Background: an optimization exercise with open tools, aiming at small area. Do not read the settings as production practice.
Only simulation tests tie the RTL to the original design; equivalence was not proved.
No activity file was given, so power comes from the tool's default toggle rates.

## flow/config.mk

```make
export PLATFORM = sky130hd
export DESIGN_NAME = riscv_core
export DESIGN_NICKNAME = riscv_core
export VERILOG_FILES = /design/flow/design.v
export SDC_FILE = /design/flow/constraint.sdc
export NUM_CORES = 4
export LEC_CHECK = 0
export CAP_MARGIN = 20
export CORE_MARGIN = 2
export CORE_UTILIZATION = 30
export PLACE_DENSITY = 0.5
export SETUP_SLACK_MARGIN = 0.3
export SLEW_MARGIN = 20
```

## flow/constraint.sdc

```tcl
create_clock -name core_clock -period 24.0 [get_ports {clk_i}]
set_input_delay 4.8000 -clock core_clock [delete_from_list [all_inputs] [get_ports {clk_i}]]
set_output_delay 4.8000 -clock core_clock [all_outputs]
set_load 0.01 [all_outputs]
```

## flow/design.v

```verilog
package riscv_pkg;
    parameter int XLEN = 32;               
    parameter int ILEN = 32;               
    parameter int REG_COUNT = 32;          
    parameter int REG_ADDR_WIDTH = 5;      
    parameter int IMEM_SIZE = 256;         
    parameter int IMEM_ADDR_WIDTH = 32;    
    typedef enum logic [3:0] {
        ALU_AND  = 4'b0000,    
        ALU_OR   = 4'b0001,    
        ALU_ADD  = 4'b0010,    
        ALU_SUB  = 4'b0100,    
        ALU_SLT  = 4'b1000,    
        ALU_SLL  = 4'b0011,    
        ALU_SRL  = 4'b0101,    
        ALU_MUL  = 4'b0110,    
        ALU_XOR  = 4'b0111     
    } alu_op_e;
    typedef enum logic [6:0] {
        OP_RTYPE = 7'b0110011,   
        OP_ITYPE = 7'b0010011,   
        OP_LOAD  = 7'b0000011,   
        OP_STORE = 7'b0100011,   
        OP_BRANCH= 7'b1100011,   
        OP_JAL   = 7'b1101111,   
        OP_JALR  = 7'b1100111,   
        OP_LUI   = 7'b0110111,   
        OP_AUIPC = 7'b0010111    
    } opcode_e;
    typedef enum logic [2:0] {
        F3_ADD_SUB = 3'b000,
        F3_SLL     = 3'b001,
        F3_SLT     = 3'b010,
        F3_XOR     = 3'b100,
        F3_SRL_SRA = 3'b101,
        F3_OR      = 3'b110,
        F3_AND     = 3'b111
    } funct3_e;
    typedef struct packed {
        logic [6:0]  funct7;
        logic [4:0]  rs2;
        logic [4:0]  rs1;
        logic [2:0]  funct3;
        logic [4:0]  rd;
        logic [6:0]  opcode;
    } r_type_inst_t;
    typedef struct packed {
        logic [11:0] imm;
        logic [4:0]  rs1;
        logic [2:0]  funct3;
        logic [4:0]  rd;
        logic [6:0]  opcode;
    } i_type_inst_t;
endpackage : riscv_pkg
import riscv_pkg::*;
module alu 
#(
    parameter int DATA_WIDTH = 32
) (
    input  logic [DATA_WIDTH-1:0]  operand_a_i,
    input  logic [DATA_WIDTH-1:0]  operand_b_i,
    input  riscv_pkg::alu_op_e                alu_operation_i,
    output logic [DATA_WIDTH-1:0]  result_o,
    output logic                   zero_flag_o,
    output logic                   negative_flag_o,
    output logic                   overflow_flag_o
);
    logic [DATA_WIDTH-1:0] alu_result;
    logic                  overflow;
    always_comb begin
        alu_result = '0;
        overflow   = 1'b0;
        unique case (alu_operation_i)
            ALU_AND: begin
                alu_result = operand_a_i & operand_b_i;
            end
            ALU_OR: begin
                alu_result = operand_a_i | operand_b_i;
            end
            ALU_ADD: begin
                {overflow, alu_result} = {1'b0, operand_a_i} + {1'b0, operand_b_i};
            end
            ALU_SUB: begin
                {overflow, alu_result} = {1'b0, operand_a_i} - {1'b0, operand_b_i};
            end
            ALU_SLT: begin
                alu_result = ($signed(operand_a_i) < $signed(operand_b_i)) ? 
                             {{(DATA_WIDTH-1){1'b0}}, 1'b1} : '0;
            end
            ALU_SLL: begin
                alu_result = operand_a_i << operand_b_i[4:0];
            end
            ALU_SRL: begin
                alu_result = operand_a_i >> operand_b_i[4:0];
            end
            ALU_MUL: begin
                alu_result = operand_a_i * operand_b_i;
            end
            ALU_XOR: begin
                alu_result = operand_a_i ^ operand_b_i;
            end
            default: begin
                alu_result = '0;
            end
        endcase
    end
    assign result_o = alu_result;
    assign zero_flag_o     = (alu_result == '0);
    assign negative_flag_o = alu_result[DATA_WIDTH-1];
    assign overflow_flag_o = overflow;
endmodule
import riscv_pkg::*;
module register_file 
#(
    parameter int DATA_WIDTH = 32,
    parameter int NUM_REGS   = 32,
    parameter int ADDR_WIDTH = 5
) (
    input  logic                    clk_i,
    input  logic                    rst_ni,       
    input  logic [ADDR_WIDTH-1:0]   rd_addr1_i,
    output logic [DATA_WIDTH-1:0]   rd_data1_o,
    input  logic [ADDR_WIDTH-1:0]   rd_addr2_i,
    output logic [DATA_WIDTH-1:0]   rd_data2_o,
    input  logic                    wr_enable_i,
    input  logic [ADDR_WIDTH-1:0]   wr_addr_i,
    input  logic [DATA_WIDTH-1:0]   wr_data_i
);
    logic [DATA_WIDTH-1:0] registers [NUM_REGS];
    always_ff @(posedge clk_i or negedge rst_ni) begin
        if (!rst_ni) begin
            for (int i = 0; i < NUM_REGS; i++) begin
                registers[i] <= DATA_WIDTH'(i);   
            end
            registers[0] <= '0;
        end else begin
            if (wr_enable_i && (wr_addr_i != '0)) begin
                registers[wr_addr_i] <= wr_data_i;
            end
            registers[0] <= '0;
        end
    end
    assign rd_data1_o = registers[rd_addr1_i];
    assign rd_data2_o = registers[rd_addr2_i];
endmodule
import riscv_pkg::*;
module program_counter 
#(
    parameter int PC_WIDTH = 32
) (
    input  logic                   clk_i,
    input  logic                   rst_ni,        
    input  logic                   enable_i,      
    input  logic                   branch_i,      
    input  logic [PC_WIDTH-1:0]    branch_target_i,
    output logic [PC_WIDTH-1:0]    pc_o,
    output logic [PC_WIDTH-1:0]    pc_next_o
);
    logic [PC_WIDTH-1:0] pc_reg;
    logic [PC_WIDTH-1:0] pc_next;
    always_ff @(posedge clk_i or negedge rst_ni) begin
        if (!rst_ni) begin
            pc_reg <= '0;   
        end else if (enable_i) begin
            pc_reg <= pc_next;
        end
    end
    always_comb begin
        if (branch_i) begin
            pc_next = branch_target_i;
        end else begin
            pc_next = pc_reg + 4;   
        end
    end
    assign pc_o      = pc_reg;
    assign pc_next_o = pc_next;
endmodule
import riscv_pkg::*;
module decode_unit 
#(
    parameter int INST_WIDTH = 32
) (
    input  logic [INST_WIDTH-1:0]  instruction_i,
    output logic [6:0]             opcode_o,
    output logic [4:0]             rd_addr_o,
    output logic [4:0]             rs1_addr_o,
    output logic [4:0]             rs2_addr_o,
    output logic [2:0]             funct3_o,
    output logic [6:0]             funct7_o,
    output riscv_pkg::alu_op_e                alu_op_o,
    output logic                   reg_write_enable_o,
    output logic                   alu_src_imm_o,
    output logic                   mem_read_o,
    output logic                   mem_write_o,
    output logic                   mem_to_reg_o,
    output logic                   branch_o,
    output logic                   jump_o,
    output logic [31:0]        immediate_o
);
    logic [6:0] opcode;
    logic [4:0] rd, rs1, rs2;
    logic [2:0] funct3;
    logic [6:0] funct7;
    assign opcode = instruction_i[6:0];
    assign rd     = instruction_i[11:7];
    assign rs1    = instruction_i[19:15];
    assign rs2    = instruction_i[24:20];
    assign funct3 = instruction_i[14:12];
    assign funct7 = instruction_i[31:25];
    logic [31:0] imm_i, imm_s, imm_b, imm_u, imm_j;
    logic [31:0] immediate;
    always_comb begin
        imm_i = {{20{instruction_i[31]}}, instruction_i[31:20]};
        imm_s = {{20{instruction_i[31]}}, instruction_i[31:25], instruction_i[11:7]};
        imm_b = {{19{instruction_i[31]}}, instruction_i[31], instruction_i[7], 
                 instruction_i[30:25], instruction_i[11:8], 1'b0};
        imm_u = {instruction_i[31:12], 12'b0};
        imm_j = {{11{instruction_i[31]}}, instruction_i[31], instruction_i[19:12],
                 instruction_i[20], instruction_i[30:21], 1'b0};
    end
    always_comb begin
        reg_write_enable_o = 1'b0;
        alu_src_imm_o      = 1'b0;
        mem_read_o         = 1'b0;
        mem_write_o        = 1'b0;
        mem_to_reg_o       = 1'b0;
        branch_o           = 1'b0;
        jump_o             = 1'b0;
        alu_op_o           = ALU_ADD;
        immediate          = '0;
        unique case (opcode)
            OP_RTYPE: begin
                reg_write_enable_o = 1'b1;
                alu_src_imm_o      = 1'b0;
                case (funct3)
                    F3_ADD_SUB: alu_op_o = (funct7[5]) ? ALU_SUB : ALU_ADD;
                    F3_SLL:     alu_op_o = ALU_SLL;
                    F3_SLT:     alu_op_o = ALU_SLT;
                    F3_XOR:     alu_op_o = ALU_XOR;
                    F3_SRL_SRA: alu_op_o = ALU_SRL;   
                    F3_OR:      alu_op_o = ALU_OR;
                    F3_AND:     alu_op_o = ALU_AND;
                    default:    alu_op_o = ALU_ADD;
                endcase
                if (funct7 == 7'h01 && funct3 == 3'b000) begin
                    alu_op_o = ALU_MUL;
                end
            end
            OP_ITYPE: begin
                reg_write_enable_o = 1'b1;
                alu_src_imm_o      = 1'b1;
                immediate          = imm_i;
                case (funct3)
                    F3_ADD_SUB: alu_op_o = ALU_ADD;   
                    F3_SLL:     alu_op_o = ALU_SLL;   
                    F3_SLT:     alu_op_o = ALU_SLT;   
                    F3_XOR:     alu_op_o = ALU_XOR;   
                    F3_SRL_SRA: alu_op_o = ALU_SRL;   
                    F3_OR:      alu_op_o = ALU_OR;    
                    F3_AND:     alu_op_o = ALU_AND;   
                    default:    alu_op_o = ALU_ADD;
                endcase
            end
            OP_LOAD: begin
                reg_write_enable_o = 1'b1;
                alu_src_imm_o      = 1'b1;
                mem_read_o         = 1'b1;
                mem_to_reg_o       = 1'b1;
                alu_op_o           = ALU_ADD;
                immediate          = imm_i;
            end
            OP_STORE: begin
                alu_src_imm_o = 1'b1;
                mem_write_o   = 1'b1;
                alu_op_o      = ALU_ADD;
                immediate     = imm_s;
            end
            OP_BRANCH: begin
                branch_o  = 1'b1;
                alu_op_o  = ALU_SUB;
                immediate = imm_b;
            end
            OP_LUI: begin
                reg_write_enable_o = 1'b1;
                immediate          = imm_u;
            end
            OP_JAL: begin
                reg_write_enable_o = 1'b1;
                jump_o             = 1'b1;
                immediate          = imm_j;
            end
            OP_JALR: begin
                reg_write_enable_o = 1'b1;
                jump_o             = 1'b1;
                alu_src_imm_o      = 1'b1;
                immediate          = imm_i;
            end
            default: begin
                reg_write_enable_o = 1'b0;
            end
        endcase
    end
    assign opcode_o     = opcode;
    assign rd_addr_o    = rd;
    assign rs1_addr_o   = rs1;
    assign rs2_addr_o   = rs2;
    assign funct3_o     = funct3;
    assign funct7_o     = funct7;
    assign immediate_o  = immediate;
endmodule
import riscv_pkg::*;
module riscv_core 
#(
    parameter int DATA_WIDTH = 32
) (
    input  logic                   clk_i,
    input  logic                   rst_ni,        
    input  logic [31:0]            instr_i,
    output logic                   zero_flag_o,
    output logic [DATA_WIDTH-1:0]  pc_o,
    output logic                   wb_valid_o,
    output logic [4:0]             wb_addr_o,
    output logic [DATA_WIDTH-1:0]  wb_data_o
);
    logic [DATA_WIDTH-1:0]  pc_current;
    logic [DATA_WIDTH-1:0]  pc_next;
    logic                   pc_enable;
    logic                   branch_taken;
    logic [DATA_WIDTH-1:0]  branch_target;
    logic [31:0]        instruction;
    logic                   inst_valid;
    logic [6:0]             opcode;
    logic [4:0]             rd_addr;
    logic [4:0]             rs1_addr;
    logic [4:0]             rs2_addr;
    logic [2:0]             funct3;
    logic [6:0]             funct7;
    riscv_pkg::alu_op_e     alu_operation;
    logic                   reg_write_en;
    logic                   alu_src_imm;
    logic                   mem_read;
    logic                   mem_write;
    logic                   mem_to_reg;
    logic                   branch;
    logic                   jump;
    logic [DATA_WIDTH-1:0]  immediate;
    logic [DATA_WIDTH-1:0]  rs1_data;
    logic [DATA_WIDTH-1:0]  rs2_data;
    logic [DATA_WIDTH-1:0]  rd_data;
    logic [DATA_WIDTH-1:0]  alu_operand_a;
    logic [DATA_WIDTH-1:0]  alu_operand_b;
    logic [DATA_WIDTH-1:0]  alu_result;
    logic                   alu_zero;
    logic                   alu_negative;
    logic                   alu_overflow;
    program_counter u_program_counter (
        .clk_i              (clk_i),
        .rst_ni             (rst_ni),
        .enable_i           (pc_enable),
        .branch_i           (branch_taken),
        .branch_target_i    (branch_target),
        .pc_o               (pc_current),
        .pc_next_o          (pc_next)
    );
    assign instruction = instr_i;
    assign inst_valid  = 1'b1;
    decode_unit u_decode_unit (
        .instruction_i      (instruction),
        .opcode_o           (opcode),
        .rd_addr_o          (rd_addr),
        .rs1_addr_o         (rs1_addr),
        .rs2_addr_o         (rs2_addr),
        .funct3_o           (funct3),
        .funct7_o           (funct7),
        .alu_op_o           (alu_operation),
        .reg_write_enable_o (reg_write_en),
        .alu_src_imm_o      (alu_src_imm),
        .mem_read_o         (mem_read),
        .mem_write_o        (mem_write),
        .mem_to_reg_o       (mem_to_reg),
        .branch_o           (branch),
        .jump_o             (jump),
        .immediate_o        (immediate)
    );
    register_file u_register_file (
        .clk_i              (clk_i),
        .rst_ni             (rst_ni),
        .rd_addr1_i         (rs1_addr),
        .rd_data1_o         (rs1_data),
        .rd_addr2_i         (rs2_addr),
        .rd_data2_o         (rs2_data),
        .wr_enable_i        (reg_write_en),
        .wr_addr_i          (rd_addr),
        .wr_data_i          (rd_data)
    );
    alu u_alu (
        .operand_a_i        (alu_operand_a),
        .operand_b_i        (alu_operand_b),
        .alu_operation_i    (alu_operation),
        .result_o           (alu_result),
        .zero_flag_o        (alu_zero),
        .negative_flag_o    (alu_negative),
        .overflow_flag_o    (alu_overflow)
    );
    assign alu_operand_a = rs1_data;
    assign alu_operand_b = alu_src_imm ? immediate : rs2_data;
    assign rd_data = alu_result;
    assign pc_enable = 1'b1;   
    always_comb begin
        branch_taken = 1'b0;
        branch_target = pc_current + 32'd4;   
        if (jump) begin
            branch_taken = 1'b1;
            if (opcode == OP_JAL) begin
                branch_target = pc_current + immediate;
            end else begin   
                branch_target = (rs1_data + immediate) & ~32'h1;
            end
        end else if (branch) begin
            if (alu_zero && funct3 == 3'b000) begin   
                branch_taken = 1'b1;
                branch_target = pc_current + immediate;
            end
        end
    end
    assign zero_flag_o   = alu_zero;
    assign pc_o          = pc_current;
    assign wb_valid_o    = reg_write_en && (rd_addr != 5'd0);
    assign wb_addr_o     = rd_addr;
    assign wb_data_o     = rd_data;
endmodule
```

## flow/run.sh

```bash
#!/bin/bash
# synth_recipe.tcl (not shown) runs the flow's synth.tcl, then flattens the netlist and writes it again
# the make line also repeats each setting of config.mk as NAME=value (left out here)
make -C /OpenROAD-flow-scripts/flow DESIGN_CONFIG=/design/flow/config.mk WORK_HOME=/design/flow/orfs CLKGATE_MAP_FILE= SYNTH_SCRIPT=/design/flow/synth_recipe.tcl finish
```

==> run summary <==
-- Yosys cell counts (all sizes together) (62+ instances only) --
library cell / count / area share, %
a2111oi: 175 / 2.0
a21o: 65 / 0.60
a21oi: 311 / 1.9
a221oi: 62 / 0.67
a22oi: 445 / 4.1
and3: 521 / 4.0
buf: 184 / 1.2
clkbuf: 618 / 2.9
dfrtp: 944 / 29
dfstp: 80 / 2.6
fa: 412 / 10
ha: 280 / 4.3
inv: 620 / 2.9
mux2: 171 / 2.4
nand2: 1305 / 6.1
nand3: 266 / 1.7
nand4: 104 / 0.81
nor2: 632 / 2.9
nor3: 118 / 0.75
o21ai: 997 / 6.2
xnor2: 114 / 1.2
-- where the power goes --
part           internal [mW]  total, mW  leakage (nW)  switching [mW]
Combinational          0.140      0.487          25.4           0.347
Clock                   1.17       2.04          2.09           0.870
Sequential              1.75       1.80          13.9          0.0440
-- timing repair --
item / 4_1_cts / 5_1_grt
gates resized for setup: 0 / 1
setup endpoints to repair: 0 / 1
hold endpoints to repair: 0 / 0
-- cells by family after synthesis --
family                   after synthesis  share of synthesized area (%)
XOR/XNOR                             165                          1.840
flip-flops                          1024                          31.85
multiplexers                         223                          3.029
buffers and inverters               1436                          6.976
AO/OA/AOI/OAI                       2596                          21.16
AND/OR/NAND/NOR                     3414                          20.59
adder cells (fa/ha/maj)              692                          14.55
-- layer usage --
metal  global-route usage [%]  vias to the layer above
met1                    44.56                    42180
met2                    52.47                     6997
met5                   0.2599                        -
li1                         -                    33560
met3                    12.42                     2313
met4                    28.07                       26
-- worst register-to-register path: cells and delay by family, from the launching register on --
kind	cells	cell delay [ns]
flops	1	0.50
fa+ha+maj	9	3.94
compound gates	9	3.59
xor+xnor	1	0.19
buf+inv	9	2.07
mux	1	0.43
simple gates	9	2.20
-- metrics by stage --
step / hold slack, ns / total power, mW / worst slack (ns) / area [um2] / cells
2_1_floorplan: 0.4498 / 2.025 / 4.170 / 80760 / 9550
3_3_place_gp: 0.4625 / 2.289 / 0.3688 / 87010 / 12790
3_5_place_dp: 0.4822 / 2.293 / 0.9188 / 87040 / 12790
4_1_cts: 0.4957 / 4.308 / 0.8645 / 91330 / 13020
5_1_grt: 0.5096 / 4.416 / 0.4236 / 91380 / 13030
6_report: 0.4945 / 4.323 / 0.3483 / 91450 / 13050
-- final cells by class --
class / instances / share of cell area, %
inverters: 634 / 2.605
well taps: 3552 / 4.860
clock buffers: 167 / 3.741
repair buffers: 496 / 4.407
clock inverters: 59 / 0.9468
flip-flops and latches: 1024 / 28.13
diodes: 31 / 0.08483
multi-input cells: 7090 / 55.23
-- cells in the final DEF (no fill, tap or decap), types with 104 or more instances in the layout --
| cell | netlist | layout |
|---|---|---|
| inv_1 | 612 | 611 |
| xnor2_1 | 114 | 114 |
| fa_1 | 412 | 412 |
| ha_1 | 280 | 280 |
| a2111oi_0 | 164 | 162 |
| nor2_1 | 630 | 566 |
| buf_4 | 16 | 384 |
| nand3_1 | 265 | 265 |
| dfrtp_1 | 944 | 944 |
| a22oi_1 | 445 | 440 |
| mux2_2 | 169 | 169 |
| o21ai_0 | 978 | 977 |
| and3_1 | 521 | 520 |
| a21oi_1 | 307 | 297 |
| nand2_1 | 1303 | 1272 |
| clkbuf_16 | 0 | 121 |
| nand4_1 | 104 | 104 |
-- how the worst min path moves through the flow --
stage / start / endpoint / slack [ns] / cells after the start
floorplan: u_register_file.registers[20][6] / u_register_file.registers[20][6] / 0.45 / 2
global placement: u_register_file.registers[20][6] / u_register_file.registers[20][6] / 0.46 / 2
finish: u_register_file.registers[18][23] / u_register_file.registers[18][23] / 0.49 / 2
CTS: u_register_file.registers[18][23] / u_register_file.registers[18][23] / 0.50 / 2
global route: u_register_file.registers[26][4] / u_register_file.registers[26][4] / 0.51 / 2
detailed placement: u_register_file.registers[20][6] / u_register_file.registers[20][6] / 0.48 / 2
==> results.toml <==
[clock_network]
cts-htree-levels = 3
cts_tree = "yes"
root_buffer = "clkbuf_16"
cts.path.max_buffers = 3
clock_sink_count = 1024
post_cts_buffers = 0
insertion_delay_ns = 0.85
numCtsBuffers = 121
cts.clk_slew.worst_paths_ns = 0.06
cts-hold-fix-buffers = 0

[pwr]
power_per_cell_area_nw_per_um2 = 47.27
p_leak_nw = 41.39
max-vdd-ir-drop_mv = 0.06617

[cells_and_area]
syn_to_final_growth_pct = 13.23
drive_gt1_share_pct = 11.75
multi_input_area_um2 = 50500
layout.nets = 10090
largest_register_ffs = 992
seqCellArea_um2 = 25720
final_util_pct = 34.13
nFillCells = 27850

[sta]
max_freq_ghz = 0.04228
fin_crit_sh_pct = 98.55
timing.setup.tns_ns = 0
slew_headroom_pct = 6.517
final-setup-viol-count = 0
rsz0062_at_grt = "false"
hold_viol_final = 0
worst_pin_slew_ns = 1.399
clock_skew_ns = 0.08958
slew_viol_final = 0
period_minus_slack_ns = 23.65

[global_routing]
grt_max_degree = 133
grt_usage_pct = 36.44
grt_pass1_wl_um = 694900
grt_pass1_vias = 81910
overflow = 0
antenna_found_initial = 48

[floorplan]
die-width_um = 522.9
die-height_um = 522.9
coreArea_um2 = 267900
core.rowCount = 190
pin_count = 105
start_util_pct = 30.14
dieArea_um2 = 273400

[critical_path]
worstPathArrival_ns = 18.85
cp-end-kind = "output pin"
worstSetupEndpoint = "zero_flag_o"
crit_family = "adder cells"
path_depth = 38
r2r_setup_slack_ns = 10.99
cp.required_ns = 19.20
path_class = "input port to output pin"
worst-path-max-fanout = 28
crit_top_cell = "fa_1"
start_kind = "input port"
crit_slowest_cell = "nor2_4"
worstReg2RegStart = "u_register_file.registers[1][9]"
reg2reg_to = "u_program_counter.pc_reg[1]"
critical_path_buf_inv_count = 8
cpPeakStageDelay_ns = 1.19
cp-startpoint = "instr_i[17]"
reg2regPathDepth = 38

[status]
status = "complete, no violations"

[detailed_routing]
wl_met1_um = 188900
post_drt_wl_per_cell_um = 39.15
highest_layer = "met5"
first_pass_iters = 10
route.met2.wl_um = 209500
ant_nets = 0
first_iter_violations = 13680
routed_wl_um = 511000
num_vias = 85080
viasPerCell = 6.518
drc_errors = 0
wl_met3_um = 63590

[synthesis]
synth.distinct_cells = 118
synthArstFlopShare_pct = 100.0
synth_edf_count = 0
synth-main-ff-cell = "dfrtp_1"
syn_nets = 10280
netlist_area_um2 = 80760
syn_avg_cell_area_um2 = 8.457
yosysSeqAreaShare_pct = 31.85
synthCells = 9550
yosysWarningCount = 6
synth_seq_cells = 1024

[place]
gp_congestion = 1.074
hpwl_um = 356400
port_buffers = 104

[flow_run]
maxCapViolations = 0

[min_path]
min_path_type = "register to register"

-- re-timing with driven ports --
In the flow no input, the clock included, has a driving cell. The finished layout below was timed again as built, in two steps.
Step 1, drivers: a clkbuf_16 drives clk_i and a buf_2 each remaining input, both assumed.
Step 2, shift: input delay + t, output delay - t, t = (earliest + latest rising clock arrival at the registers) / 2. This alone moves slack from input paths to output paths.
Slacks: ideal / step 1 / step 2; pairs: ideal / step 1.
t, ns: 0.904
slack for setup (ns): 0.348 / 0.312 / 0.312
worst setup path at the end: input to output
slew at the worst register clock pin (ns): 0.07 / 0.07
pins driven straight from the clock port: 1
After both steps this run still meets setup and hold. The setup slack of this run moves by -0.036 ns with the drivers and by -0.036 ns with both steps.
